From an optimization exercise on the open Yosys and OpenROAD flow, aimed at small area and a short achievable clock period; shortcuts taken in it are not production practice.
The RTL was checked by simulation tests, not by an equivalence proof against the original design.
Power and IR drop assume default switching activity.

==> job 3722 <==
// fp_pipeline
module fp_pipeline(
    input                   clk,
    input                   reset,
    input                   in_valid,
    input [5:0]             in_op,
    input [63:0]            in_a,
    input [63:0]            in_b,
    output logic            out_valid,
    output logic [63:0]     out_result);
==> flow/config.mk <==
export PLATFORM = sky130hd
export DESIGN_NAME = fp_pipeline
export DESIGN_NICKNAME = fp_pipeline
export VERILOG_FILES = /design/flow/design.v
export SDC_FILE = /design/flow/constraint.sdc
export NUM_CORES = 4
export LEC_CHECK = 0
export ABC_AREA = 1
export CAP_MARGIN = 20
export CORE_MARGIN = 2
export CORE_UTILIZATION = 45
export PLACE_DENSITY = 0.6
export SLEW_MARGIN = 20
==> flow/constraint.sdc <==
create_clock -name core_clock -period 10.0 [get_ports {clk}]
set_input_delay 2.0000 -clock core_clock [delete_from_list [all_inputs] [get_ports {clk}]]
set_output_delay 2.0000 -clock core_clock [all_outputs]
set_load 0.01 [all_outputs]
standard.sh (not shown) runs the stock make flow with config.mk's settings and CLKGATE_MAP_FILE= SYNTH_SCRIPT=/design/flow/synth_recipe.tcl, a recipe that flattens the netlist after the stock synthesis.
==> flow/flow/run.sh <==
#!/bin/bash
set -e
export SETUP_SLACK_MARGIN=6
bash standard.sh > standard.log 2>&1
==> inputs of job 1337, as changes to job 3722 <==
--- a/flow/design.v
+++ b/flow/design.v
@@ -2273,17 +2273,17 @@
             assign rsig = subn ? asum[22:0] : shifted[30:8] + 23'(around);
             assign rexp = subn ? 8'd0 : r3_exp - {2'd0, r3_nshift} + 8'd8;
             always_comb
             begin
                 if (r3_inf || (rexp == 8'hff && !r3_nan))
                     add_res = {r3_sign, 8'hff, 23'd0};
                 else if (r3_nan)
                     add_res = 32'h7fffffff;
-                else if (rsig == 0 && subn)
+                else if (subn && asum[22:0] == 0)
                     add_res = 32'd0;
                 else
                     add_res = {r3_sign, rexp, rsig};
             end
             assign result = ({32{r3_ftoi}} & (r3_nan ? 32'h80000000 : shifted))
                 | ({32{r3_cmp}} & {31'd0, r3_ls})
                 | ({32{r3_mull}} & r3_p[31:0])
                 | ({32{r3_mulh}} & r3_p[63:32])
==> flow/flow/run.sh (replaced) <==
#!/bin/bash
set -e
export SETUP_SLACK_MARGIN=6.1
export BUFFER_PORTS_ARGS="-buffer_cell sky130_fd_sc_hd__buf_2"
bash standard.sh > standard.log 2>&1
--- a/flow/config.mk
+++ b/flow/config.mk
@@ -4,10 +4,12 @@
 export VERILOG_FILES = /design/flow/design.v
 export SDC_FILE = /design/flow/constraint.sdc
 export NUM_CORES = 4
 export LEC_CHECK = 0
 export ABC_AREA = 1
 export CAP_MARGIN = 20
 export CORE_MARGIN = 2
 export CORE_UTILIZATION = 45
+export CTS_CLUSTER_DIAMETER = 150
+export CTS_CLUSTER_SIZE = 18
 export PLACE_DENSITY = 0.6
 export SLEW_MARGIN = 20
==> run summary <==
gr usage total a little under two fifths; Post-Synth Simple-Gate Area 16.57%; P_seq between 7 and 8 mW; Seq pwr share 15.0%; Mapped Area around 100000 sq um; status no timing/DRC/antenna violations
[end of results for job 3722]
==> run summary <==
P_seq 6.90 mW; status no timing/DRC/antenna violations; Mapped Area approximately 100000 sq um; Seq pwr share between 15 and 20%; Post-Synth Simple-Gate Area 15.73%
[end of results for job 1337]

* * *

==> inputs of trial 68 <==
fp_pipeline, a different RTL version from the one above (not shown whole).
clock: 10.0 ns
lec_check: 0
abc_area: 1
cap_margin: 20
core_margin: 2
core_utilization: 45
place_density: 0.6
slew_margin: 20
==> flow/flow/run.sh <==
#!/bin/bash
set -e
export SETUP_SLACK_MARGIN=6
bash standard.sh > standard.log 2>&1
==> trial 98 (differences from trial 68) <==
--- a/flow/design.v
+++ b/flow/design.v
@@ -1977,51 +1977,10 @@
         else if (z16[1])
             clz32 = {2'b01, c16[0][3:0]};
         else
             clz32 = {2'b00, c16[1][3:0]};
     endfunction
-    function automatic logic[32:0] add32c(input logic[31:0] x, input logic[31:0] y, input logic cin);
-        logic[31:0] g, p, gg, pp, c0, c1;
-        g = x & y;
-        p = x ^ y;
-        gg = g;
-        pp = p;
-        for (int l = 0; l < 5; l++)
-            for (int i = 0; i < 32; i++)
-                if (((i >> l) & 1) != 0)
-                begin
-                    gg[i] = gg[i] | (pp[i] & gg[((i >> l) << l) - 1]);
-                    pp[i] = pp[i] & pp[((i >> l) << l) - 1];
-                end
-        c0 = {gg[30:0], 1'b0};
-        c1 = {gg[30:0] | pp[30:0], 1'b1};
-        add32c = cin ? {gg[31] | pp[31], p ^ c1} : {gg[31], p ^ c0};
-    endfunction
-    function automatic logic[63:0] add64(input logic[63:0] x, input logic[63:0] y);
-        logic[63:0] g, p, gg, pp;
-        g = x & y;
-        p = x ^ y;
-        gg = g;
-        pp = p;
-        for (int l = 0; l < 6; l++)
-            for (int i = 0; i < 64; i++)
-                if (((i >> l) & 1) != 0)
-                begin
-                    gg[i] = gg[i] | (pp[i] & gg[((i >> l) << l) - 1]);
-                    pp[i] = pp[i] & pp[((i >> l) << l) - 1];
-                end
-        add64 = p ^ {gg[62:0], 1'b0};
-    endfunction
-    function automatic logic[22:0] inc23(input logic[22:0] x);
-        logic[22:0] pp;
-        pp = x;
-        for (int l = 0; l < 5; l++)
-            for (int i = 0; i < 23; i++)
-                if (((i >> l) & 1) != 0)
-                    pp[i] = pp[i] & pp[((i >> l) << l) - 1];
-        inc23 = x ^ {pp[21:0], 1'b1};
-    endfunction
     logic s0_itof, s0_ftoi, s0_imul, s0_mulhs;
     assign s0_itof = in_op == OP_ITOF;
     assign s0_ftoi = in_op == OP_FTOI;
     assign s0_imul = in_op == OP_MULL_I || in_op == OP_MULH_U || in_op == OP_MULH_I;
     assign s0_mulhs = in_op == OP_MULH_I;
@@ -2084,65 +2043,59 @@
         begin : lane_gen
             logic[31:0] a, b;
             logic[7:0] ea, eb;
             logic[8:0] dab, dba;
             logic[32:0] mx, my;
+            logic[34:0] ye;
+            logic[16:0] bneg, bone, btwo;
             assign a = in_a[lane * 32+:32];
             assign b = in_b[lane * 32+:32];
             assign ea = a[30:23];
             assign eb = b[30:23];
             assign dab = {1'b0, ea} - {1'b0, eb};
             assign dba = {1'b0, eb} - {1'b0, ea};
-            logic[7:0] diff;
-            logic[5:0] ftoi_rshift;
-            logic[5:0] shamt0;
-            assign diff = dab[8] ? dba[7:0] : dab[7:0];
-            always_comb
-            begin
-                if (eb < 8'd118)
-                    ftoi_rshift = 6'd32;
-                else if (eb < 8'd150)
-                    ftoi_rshift = 6'(8'd150 - eb);
-                else
-                    ftoi_rshift = 6'd0;
-                if (s0_itof)
-                    shamt0 = 6'd0;
-                else if (s0_ftoi)
-                    shamt0 = ftoi_rshift;
-                else
-                    shamt0 = diff < 8'd27 ? 6'(diff) : 6'd27;
-            end
             assign mx = s0_imul ? {s0_mulhs && a[31], a} : {9'd0, ea != 0, a[22:0]};
             assign my = s0_imul ? {s0_mulhs && b[31], b} : {9'd0, eb != 0, b[22:0]};
+            assign ye = {my[32], my, 1'b0};
+            for (genvar i = 0; i < 17; i++)
+            begin : booth_gen
+                assign bneg[i] = ye[2 * i + 2];
+                assign bone[i] = ye[2 * i + 1] ^ ye[2 * i];
+                assign btwo[i] = (ye[2 * i + 2] && !ye[2 * i + 1] && !ye[2 * i])
+                    || (!ye[2 * i + 2] && ye[2 * i + 1] && ye[2 * i]);
+            end
             logic[31:0] r1_a, r1_b;
             logic r1_swap;
-            logic[5:0] r1_shamt;
-            logic[9:0] r1_mxh, r1_myh;
-            logic r1_eq;
+            logic[7:0] r1_diff;
+            logic[9:0] r1_mxh;
+            logic[16:0] r1_bneg, r1_bone, r1_btwo;
             always_ff @(posedge clk)
             begin
                 r1_a <= a;
                 r1_b <= b;
                 r1_swap <= !(s0_itof || s0_ftoi) && a[30:0] < b[30:0];
-                r1_shamt <= shamt0;
+                r1_diff <= dab[8] ? dba[7:0] : dab[7:0];
                 r1_mxh <= mx[32:23];
-                r1_myh <= my[32:23];
-                r1_eq <= a == b;
+                r1_bneg <= bneg;
+                r1_bone <= bone;
+                r1_btwo <= btwo;
             end
             logic[31:0] l, s;
             logic[7:0] el, es;
             logic hid_l, hid_s;
             logic l_inf, l_nan, s_inf, s_nan;
             logic sub;
             logic ls;
             logic res_sign;
             logic[7:0] add_exp;
+            logic[5:0] ftoi_rshift;
             logic[5:0] shamt;
             logic[23:0] le;
             logic[31:0] se;
             logic[31:0] aligned;
             logic guard, round;
+            logic[24:0] sticky_bits;
             logic[9:0] mexp_full;
             logic munder, mcarry;
             logic nan, inf, equal, cmp_res;
             logic[63:0] ms, mc, mt, mu;
             assign l = r1_swap ? r1_b : r1_a;
@@ -2157,19 +2110,28 @@
             assign s_nan = es == 8'hff && s[22:0] != 0;
             assign sub = !r1_add;
             assign ls = (r1_itof || r1_ftoi) ? s[31] : l[31] ^ s[31] ^ sub;
             assign res_sign = r1_itof ? s[31] : (r1_swap ? l[31] ^ sub : l[31]);
             assign add_exp = r1_itof ? 8'd150 : el;
-            assign shamt = r1_shamt;
+            always_comb
+            begin
+                if (es < 8'd118)
+                    ftoi_rshift = 6'd32;
+                else if (es < 8'd150)
+                    ftoi_rshift = 6'(8'd150 - es);
+                else
+                    ftoi_rshift = 6'd0;
+                if (r1_itof)
+                    shamt = 6'd0;
+                else if (r1_ftoi)
+                    shamt = ftoi_rshift;
+                else
+                    shamt = r1_diff < 8'd27 ? 6'(r1_diff) : 6'd27;
+            end
             assign le = (r1_itof || r1_ftoi) ? 24'd0 : {hid_l, l[22:0]};
             assign se = r1_itof ? s : {8'd0, hid_s, s[22:0]};
-            logic[31:0] sticky_mask;
-            assign {aligned, guard, round} = {se, 2'd0} >> shamt;
-            for (genvar k = 0; k < 32; k++)
-            begin : sticky_mask_gen
-                assign sticky_mask[k] = shamt >= 6'(k + 3);
-            end
+            assign {aligned, guard, round, sticky_bits} = {se, 27'd0} >> shamt;
             assign mexp_full = {2'd0, el} + {2'd0, es} - 10'd127;
             assign munder = mexp_full[9];
             assign mcarry = mexp_full[8];
             always_comb
             begin
@@ -2184,32 +2146,22 @@
                 else
                     nan = l_nan || s_nan || (l_inf && s_inf && ls);
             end
             assign inf = !r1_itof && !nan && (l_inf || s_inf || (r1_fmul && mcarry && !munder));
             assign equal = (l_inf && s_inf && l[31] == s[31])
-                || (!l_inf && !s_inf && r1_eq);
+                || (!l_inf && !s_inf && r1_a == r1_b);
             assign cmp_res = (r1_cmpgt && !res_sign && !equal && !nan)
                 || (r1_cmpge && (!res_sign || equal) && !nan)
                 || (r1_cmplt && res_sign && !equal && !nan)
                 || (r1_cmple && (res_sign || equal) && !nan)
                 || (r1_cmpeq && equal && !nan)
                 || (r1_cmpne && (!equal || nan));
-            logic[34:0] ye;
-            logic[16:0] bneg, bone, btwo;
-            assign ye = {r1_myh[9], r1_myh, r1_b[22:0], 1'b0};
-            for (genvar i = 0; i < 17; i++)
-            begin : booth_gen
-                assign bneg[i] = ye[2 * i + 2];
-                assign bone[i] = ye[2 * i + 1] ^ ye[2 * i];
-                assign btwo[i] = (ye[2 * i + 2] && !ye[2 * i + 1] && !ye[2 * i])
-                    || (!ye[2 * i + 2] && ye[2 * i + 1] && ye[2 * i]);
-            end
             booth_tree33 mul(
                 .x({r1_mxh, r1_a[22:0]}),
-                .bneg(bneg),
-                .bone(bone),
-                .btwo(btwo),
+                .bneg(r1_bneg),
+                .bone(r1_bone),
+                .btwo(r1_btwo),
                 .s(ms),
                 .c(mc),
                 .t(mt),
                 .u(mu));
             logic[63:0] r2_ms, r2_mc, r2_mt, r2_mu;
@@ -2225,11 +2177,11 @@
                 r2_mt <= mt;
                 r2_mu <= mu;
                 r2_aligned <= aligned;
                 r2_le <= le;
                 r2_guard <= guard;
-                r2_rs <= round || |(se & sticky_mask);
+                r2_rs <= round || |sticky_bits;
                 r2_exp <= r1_fmul ? mexp_full[7:0] : (r1_ftoi ? (es >= 8'd150 ? es - 8'd150 : 8'd0) : add_exp);
                 r2_sign <= r1_fmul ? l[31] ^ s[31] : res_sign;
                 r2_ls <= r1_cmp ? cmp_res : ls;
                 r2_nan <= nan;
                 r2_inf <= inf;
@@ -2243,14 +2195,14 @@
             logic[63:0] qs, qc, ps, pc;
             assign qs = r2_ms ^ r2_mc ^ r2_mt;
             assign qc = {(r2_ms[62:0] & r2_mc[62:0]) | (r2_ms[62:0] & r2_mt[62:0]) | (r2_mc[62:0] & r2_mt[62:0]), 1'b0};
             assign ps = qs ^ qc ^ r2_mu;
             assign pc = {(qs[62:0] & qc[62:0]) | (qs[62:0] & r2_mu[62:0]) | (qc[62:0] & r2_mu[62:0]), 1'b0};
-            assign p = add64(ps, pc);
+            assign p = ps + pc;
             assign do_round = r2_guard && (r2_rs || (r2_le[0] ^ r2_aligned[0]));
             assign carry_in = r2_ls ^ (do_round && !r2_ftoi);
-            assign {sum_unused, sum} = add32c({8'd0, r2_le}, r2_aligned ^ {32{r2_ls}}, carry_in);
+            assign {sum, sum_unused} = {8'd0, r2_le, 1'b1} + {r2_aligned ^ {32{r2_ls}}, carry_in};
             assign zlow[0] = !(ps[0] ^ pc[0]);
             for (genvar k = 1; k < 22; k++)
             begin : zlow_gen
                 assign zlow[k] = (ps[k] ^ pc[k]) == (ps[k - 1] | pc[k - 1]);
             end
@@ -2274,11 +2226,11 @@
                 r3_under <= r2_under;
                 r3_z21 <= &zlow[20:0];
                 r3_z22 <= &zlow[21:0];
             end
             logic mnorm;
-            logic[22:0] msig, msig_r;
+            logic[22:0] msig, msig_r, msig_inc0, msig_inc1;
             logic mguard, mround, msticky, mdo_round, mhidden, movf;
             logic[21:0] msticky_bits;
             logic[7:0] mexp;
             logic[31:0] fmul_res;
             logic[31:0] asum;
@@ -2290,11 +2242,13 @@
             logic[31:0] result;
             assign mnorm = !r3_p[47];
             assign {msig, mguard, mround, msticky_bits} = mnorm ? {r3_p[45:0], 1'b0} : r3_p[46:0];
             assign msticky = mnorm ? !r3_z21 : !r3_z22;
             assign mdo_round = mguard && (mround || msticky || msig[0]);
-            assign msig_r = mdo_round ? inc23(msig) : msig;
+            assign msig_inc0 = r3_p[45:23] + 23'd1;
+            assign msig_inc1 = r3_p[46:24] + 23'd1;
+            assign msig_r = mdo_round ? (mnorm ? msig_inc0 : msig_inc1) : msig;
             assign mhidden = mnorm ? r3_p[46] : 1'b1;
             assign movf = mdo_round && (mnorm ? &r3_p[45:23] : &r3_p[46:24]);
             always_comb
             begin
                 if (!mhidden)
@@ -2314,11 +2268,11 @@
             end
             assign asum = r3_p[31:0];
             assign shifted = asum << r3_nshift;
             assign subn = r3_subn;
             assign around = shifted[7] && shifted[8] && !r3_ls;
-            assign rsig = subn ? asum[22:0] : (around ? inc23(shifted[30:8]) : shifted[30:8]);
+            assign rsig = subn ? asum[22:0] : shifted[30:8] + 23'(around);
             assign rexp = subn ? 8'd0 : r3_exp - {2'd0, r3_nshift} + 8'd8;
             always_comb
             begin
                 if (r3_inf || (rexp == 8'hff && !r3_nan))
                     add_res = {r3_sign, 8'hff, 23'd0};
==> flow/flow/run.sh (replaced) <==
#!/bin/bash
set -e
export SETUP_SLACK_MARGIN=6
export BUFFER_PORTS_ARGS="-buffer_cell sky130_fd_sc_hd__buf_2"
bash standard.sh > standard.log 2>&1
==> results.json <==
{
  "grt.total_usage": 0.380,
  "groute.layer.met1.usage": 0.516,
  "cts.clk_slew.worst_paths_ps": 70,
  "tritoncts_num_sinks": 1134,
  "synth_async_sr_flop_share": 0.00353,
  "status": "finished clean",
  "final_clock_period_utilization_by_the_worst_path": 0.402,
  "synthesis.instances": 12932,
  "floorplan.initialDensity": 0.452,
  "dp_hpwl_mm": 333,
  "area.share.sequential": 0.205,
  "design.final.nets": 14317,
  "ir_worst_vdd_uv": 424,
  "post-place-ws_ps": 5190
}
Source of the figures above: trial 98

==> results.json <==
{
  "status": "finished clean",
  "post-place-ws_ps": 4870,
  "grt.total_usage": 0.368,
  "cts.clk_slew.worst_paths_ps": 60,
  "tritoncts_num_sinks": 1076,
  "synthesis.instances": 12648,
  "ir_worst_vdd_uv": 653,
  "synth_async_sr_flop_share": 0.00372,
  "area.share.sequential": 0.193,
  "floorplan.initialDensity": 0.454,
  "final_clock_period_utilization_by_the_worst_path": 0.403
}
Source of the figures above: trial 68

-- re-timing with driven ports --
How much do the figures lean on ideal ports? The routed layouts below were timed once more, with nothing changed but the port constraints.
Step 1, drivers: a clkbuf_16 drives clk and a buf_2 each remaining input, both assumed.
Step 2 moves the port delays by t, midway between the first and last clock arrival at a register: inputs arrive t later, outputs are due t later. That takes back most of the time a late clock gives input paths.
a / b / c = ideal ports / drivers / drivers and shift; a / b = the first two.
| run | t (ns) | setup WS [ns] | worst setup path at the end | worst register clock-pin slew, ns | cell pins on the clock port's net |
|---|---|---|---|---|---|
| job 3722 | 0.927 | 6.010 / 6.010 / 5.225 | input to register | 0.07 / 0.07 | 1 |
| job 1337 | 0.837 | 6.043 / 6.043 / 5.446 | input to register | 0.10 / 0.10 | 1 |
| trial 68 | 0.909 | 5.972 / 5.972 / 5.286 | input to register | 0.07 / 0.07 | 1 |
| trial 98 | 0.923 | 5.977 / 5.977 / 5.368 | input to register | 0.08 / 0.08 | 1 |
After both steps setup and hold are still met in every run listed. For job 3722, which loses most, drivers alone change the setup slack by 0.000 ns; drivers and shift together by -0.785 ns.
